Source: an optimization exercise on an open RTL-to-GDS flow (aim: small area). Production flows keep margins and buffers that such runs may drop. RTL that was checked went through simulation tests only; none was proved equivalent to the original. The clock port is modelled as an ideal driver; clocking choices that lean on that would not hold on a real chip. No activity file was given, so power comes from the tool's default toggle rates.

==> flow/design.v <==
module apb_rsel
  (
    input       [4:1]  sel,
    input       [4:1]  rst,
    output      [4:1]  an,
    output      [15:0] pm
  );
  wire [4:1] b = sel & rst;
  assign an = ~(sel & ~rst);
  genvar m;
  generate
    for (m = 0; m < 16; m = m + 1) begin : g_pm
      assign pm[m] = |(b & m[3:0]);
    end
  endgenerate
endmodule
module apb_inv
  (
    input  a,
    output y
  );
  assign y = ~a;
endmodule
module apb_hold
  (
    input  en,
    input  en_n,
    input  d,
    input  q,
    output y
  );
  assign y = (en & d) | (en_n & q);
endmodule
module apb_rbit
  (
    input  [4:1] a,
    input  [4:1] r,
    input        p,
    output       y
  );
  assign y = |(a & r) | p;
endmodule
module apb_rbitc
  (
    input  [4:1] a,
    input  [4:1] r,
    input        p,
    input        c,
    input        cv,
    output       y
  );
  assign y = |(a & r) | p | (c & cv);
endmodule
module top
  (
    input               pclk,
    input               presetn,
    input   [31:0]      paddr,
    input   [31:0]      pwdata,
    input               psel,
    input               pwrite,
    input               penable,
    output  [31:0]      prdata
  );
  reg [3:0]  cntrl;
  reg [31:0] reg1, reg2, reg3, reg4;
  reg        rst1, rst2, rst3, rst4;
  reg [4:0]  sel;
  wire base_ok = ~|paddr[31:5] & ~|paddr[1:0];
  wire [4:0] hit;
  assign hit[0] = base_ok & (paddr[4:2] == 3'd0);
  assign hit[1] = base_ok & (paddr[4:2] == 3'd1);
  assign hit[2] = base_ok & (paddr[4:2] == 3'd2);
  assign hit[3] = base_ok & (paddr[4:2] == 3'd3);
  assign hit[4] = base_ok & (paddr[4:2] == 3'd4);
  wire wr = psel & penable & pwrite;
  wire [4:1] wen_n = ~({4{wr}} & hit[4:1]);
  wire [4:1] we;
  apb_inv u_we1 (.a(wen_n[1]), .y(we[1]));
  apb_inv u_we2 (.a(wen_n[2]), .y(we[2]));
  apb_inv u_we3 (.a(wen_n[3]), .y(we[3]));
  apb_inv u_we4 (.a(wen_n[4]), .y(we[4]));
  wire [4:1] wn;
  apb_inv u_wn1 (.a(we[1]), .y(wn[1]));
  apb_inv u_wn2 (.a(we[2]), .y(wn[2]));
  apb_inv u_wn3 (.a(we[3]), .y(wn[3]));
  apb_inv u_wn4 (.a(we[4]), .y(wn[4]));
  wire [31:0] nx1, nx2, nx3, nx4;
  genvar j;
  generate
    for (j = 0; j < 32; j = j + 1) begin : g_wr
      apb_hold u_h1 (.en(we[1]), .en_n(wn[1]), .d(pwdata[j]), .q(reg1[j]), .y(nx1[j]));
      apb_hold u_h2 (.en(we[2]), .en_n(wn[2]), .d(pwdata[j]), .q(reg2[j]), .y(nx2[j]));
      apb_hold u_h3 (.en(we[3]), .en_n(wn[3]), .d(pwdata[j]), .q(reg3[j]), .y(nx3[j]));
      apb_hold u_h4 (.en(we[4]), .en_n(wn[4]), .d(pwdata[j]), .q(reg4[j]), .y(nx4[j]));
    end
  endgenerate
  always @(posedge pclk) begin
    sel <= hit;
    if (!presetn)
      cntrl <= 4'h0;
    else if (wr & hit[0])
      cntrl <= pwdata[3:0];
    reg1 <= nx1;
    reg2 <= nx2;
    reg3 <= nx3;
    reg4 <= nx4;
    if (!presetn) begin
      rst1 <= 1'b1; rst2 <= 1'b1; rst3 <= 1'b1; rst4 <= 1'b1;
    end else begin
      if (we[1]) rst1 <= 1'b0;
      if (we[2]) rst2 <= 1'b0;
      if (we[3]) rst3 <= 1'b0;
      if (we[4]) rst4 <= 1'b0;
    end
  end
  localparam [31:0] RV1 = 32'h5A5A_5555;
  localparam [31:0] RV2 = 32'h1234_9876;
  localparam [31:0] RV3 = 32'hA5A5_0000;
  localparam [31:0] RV4 = 32'h0000_FFFF;
  wire [4:1]  an, a;
  wire [15:0] pm;
  apb_rsel u_rsel (.sel(sel[4:1]), .rst({rst4, rst3, rst2, rst1}), .an(an), .pm(pm));
  apb_inv u_a1 (.a(an[1]), .y(a[1]));
  apb_inv u_a2 (.a(an[2]), .y(a[2]));
  apb_inv u_a3 (.a(an[3]), .y(a[3]));
  apb_inv u_a4 (.a(an[4]), .y(a[4]));
  wire [31:0] p;
  genvar i;
  generate
    for (i = 0; i < 32; i = i + 1) begin : g_rd
      assign p[i] = pm[{RV4[i], RV3[i], RV2[i], RV1[i]}];
      if (i < 4) begin : g_c
        apb_rbitc u_bit (.a(a), .r({reg4[i], reg3[i], reg2[i], reg1[i]}), .p(p[i]),
                         .c(sel[0]), .cv(cntrl[i]), .y(prdata[i]));
      end else begin : g_r
        apb_rbit u_bit (.a(a), .r({reg4[i], reg3[i], reg2[i], reg1[i]}), .p(p[i]),
                        .y(prdata[i]));
      end
    end
  endgenerate
endmodule
Settings: LEC_CHECK=0, ABC_AREA=1, CAP_MARGIN=20, CORE_MARGIN=2, CORE_UTILIZATION=40, SLEW_MARGIN=20, SYNTH_HIERARCHICAL=1; clock period 5.0 ns.
standard.sh (not shown) runs the stock make flow with config.mk's settings and CLKGATE_MAP_FILE= SYNTH_SCRIPT=/design/flow/synth_recipe.tcl, a recipe that flattens the netlist after the stock synthesis.
==> flow/flow/run.sh <==
#!/bin/bash
# Standard ORFS layout with these changes: ABC maps for area with
# flow/area.abc (registers untouched), ports are buffered with the smallest
# buffer, CTS inserts no dummy loads and uses small buffers, and after CTS a
# clock buffer with slow sink slews is upsized (flow/post_cts.tcl).
set -euo pipefail
export AREA_ABC_SCRIPT="$PWD/flow/area.abc"
export BUFFER_PORTS_ARGS="-buffer_cell sky130_fd_sc_hd__buf_1"
export CTS_ARGS="-sink_clustering_enable -repair_clock_nets -dont_use_dummy_load -buf_list sky130_fd_sc_hd__clkbuf_4"
export POST_CTS_TCL="$PWD/flow/post_cts.tcl"
bash standard.sh "SYNTH_SCRIPT=$PWD/flow/synth.tcl" "BUFFER_PORTS_ARGS=$BUFFER_PORTS_ARGS" \
  "CTS_ARGS=$CTS_ARGS" "POST_CTS_TCL=$POST_CTS_TCL" finish > standard_flow.log 2>&1
==> flow/flow/area.abc <==
strash
&get -n
&dch
&nf -R 1000
&put
mfs2
strash
&get -n
&dch
&nf -R 1000
&put
==> flow/flow/post_cts.tcl <==
set_propagated_clock [all_clocks]
estimate_parasitics -placement
set n_up 0
foreach inst [get_cells clkbuf_*] {
  if { [get_property $inst ref_name] ne "sky130_fd_sc_hd__clkbuf_4" } { continue }
  set worst 0
  foreach out [get_pins -of_objects $inst -filter "direction==output"] {
    foreach p [get_pins -of_objects [get_nets -of_objects $out] -filter "direction==input"] {
      if { [get_property $p is_register_clock] ne "1" } { continue }
      set s [get_property $p slew_max]
      if { $s > $worst } { set worst $s }
    }
  }
  if { $worst > 0.108 } {
    puts "post_cts: [get_full_name $inst] sink slew $worst, using clkbuf_8"
    replace_cell $inst sky130_fd_sc_hd__clkbuf_8
    incr n_up
  }
}
puts "post_cts: upsized $n_up clock buffers"
if { $n_up > 0 } {
  detailed_placement
  check_placement -verbose
}
==> flow/flow/synth.tcl <==
proc synth {args} { yosys synth -nofsm -noshare {*}$args }
# Same as synth_recipe.tcl, except that ABC maps with flow/area.abc, and the
# inverters of apb_inv are sized up (below).
proc abc {args} {
  set i [lsearch -exact $args -script]
  if { $i >= 0 } {
    set args [lreplace $args [expr {$i + 1}] [expr {$i + 1}] $::env(AREA_ABC_SCRIPT)]
  }
  yosys abc {*}$args
}
source $::env(SCRIPTS_DIR)/synth.tcl
# The inverters of apb_inv drive a whole register's enables or read selects:
# give them the double-strength inverter, which has the same area.
chtype -set sky130_fd_sc_hd__inv_2 apb_inv/t:sky130_fd_sc_hd__clkinv_1 apb_inv/t:sky130_fd_sc_hd__inv_1
# left out here: clear keep_hierarchy, flatten, clean up, hide names made inside functions, write 1_2_yosys.v
Next try:
--- a/flow/design.v
+++ b/flow/design.v
@@ -20,16 +20,6 @@
     output y
   );
   assign y = ~a;
-endmodule
-module apb_hold
-  (
-    input  en,
-    input  en_n,
-    input  d,
-    input  q,
-    output y
-  );
-  assign y = (en & d) | (en_n & q);
 endmodule
 module apb_rbit
   (
@@ -80,31 +70,16 @@
   apb_inv u_we2 (.a(wen_n[2]), .y(we[2]));
   apb_inv u_we3 (.a(wen_n[3]), .y(we[3]));
   apb_inv u_we4 (.a(wen_n[4]), .y(we[4]));
-  wire [4:1] wn;
-  apb_inv u_wn1 (.a(we[1]), .y(wn[1]));
-  apb_inv u_wn2 (.a(we[2]), .y(wn[2]));
-  apb_inv u_wn3 (.a(we[3]), .y(wn[3]));
-  apb_inv u_wn4 (.a(we[4]), .y(wn[4]));
-  wire [31:0] nx1, nx2, nx3, nx4;
-  genvar j;
-  generate
-    for (j = 0; j < 32; j = j + 1) begin : g_wr
-      apb_hold u_h1 (.en(we[1]), .en_n(wn[1]), .d(pwdata[j]), .q(reg1[j]), .y(nx1[j]));
-      apb_hold u_h2 (.en(we[2]), .en_n(wn[2]), .d(pwdata[j]), .q(reg2[j]), .y(nx2[j]));
-      apb_hold u_h3 (.en(we[3]), .en_n(wn[3]), .d(pwdata[j]), .q(reg3[j]), .y(nx3[j]));
-      apb_hold u_h4 (.en(we[4]), .en_n(wn[4]), .d(pwdata[j]), .q(reg4[j]), .y(nx4[j]));
-    end
-  endgenerate
   always @(posedge pclk) begin
     sel <= hit;
     if (!presetn)
       cntrl <= 4'h0;
     else if (wr & hit[0])
       cntrl <= pwdata[3:0];
-    reg1 <= nx1;
-    reg2 <= nx2;
-    reg3 <= nx3;
-    reg4 <= nx4;
+    if (we[1]) reg1 <= pwdata;
+    if (we[2]) reg2 <= pwdata;
+    if (we[3]) reg3 <= pwdata;
+    if (we[4]) reg4 <= pwdata;
     if (!presetn) begin
       rst1 <= 1'b1; rst2 <= 1'b1; rst3 <= 1'b1; rst4 <= 1'b1;
     end else begin
Area after synthesis rises by 3.0%. Utilization falls by 0.59 points. Power is higher by about 8%. Sequential power goes up by about 10%. Die area increases by 2.9%. Design area grows by about 2.5%. Clock power goes down by 5.0%. Worst hold slack improves by 7.6 ps.
For the second run of this note, only the layout was checked, not whether the RTL still works.

## afterwards: timing with drivers on the ports
How much do the figures lean on ideal ports? The routed layouts below were timed once more, with nothing changed but the port constraints.
Step 1: set_driving_cell puts a clkbuf_16 on pclk and a buf_2 on each other input, an assumption about the parent block.
Step 2, shift: input delay + t, output delay - t, t = (earliest + latest rising clock arrival at the registers) / 2. This alone moves slack from input paths to output paths.
a / b / c = ideal / step 1 / step 2; a / b = the first two.
run | t, ns | slack for setup (ns) | clock arrival spread, ns | worst register clock-pin slew, ns
the first run | 0.540 | 1.913 / 1.880 / 1.454 | 0.028 / 0.027 | 0.10 / 0.10
the second run | 0.530 | 1.917 / 1.886 / 1.550 | 0.034 / 0.033 | 0.10 / 0.10
After both steps setup and hold are still met in every run listed. For the first run, which loses most, drivers alone change the setup slack by -0.033 ns; drivers and shift together by -0.459 ns.
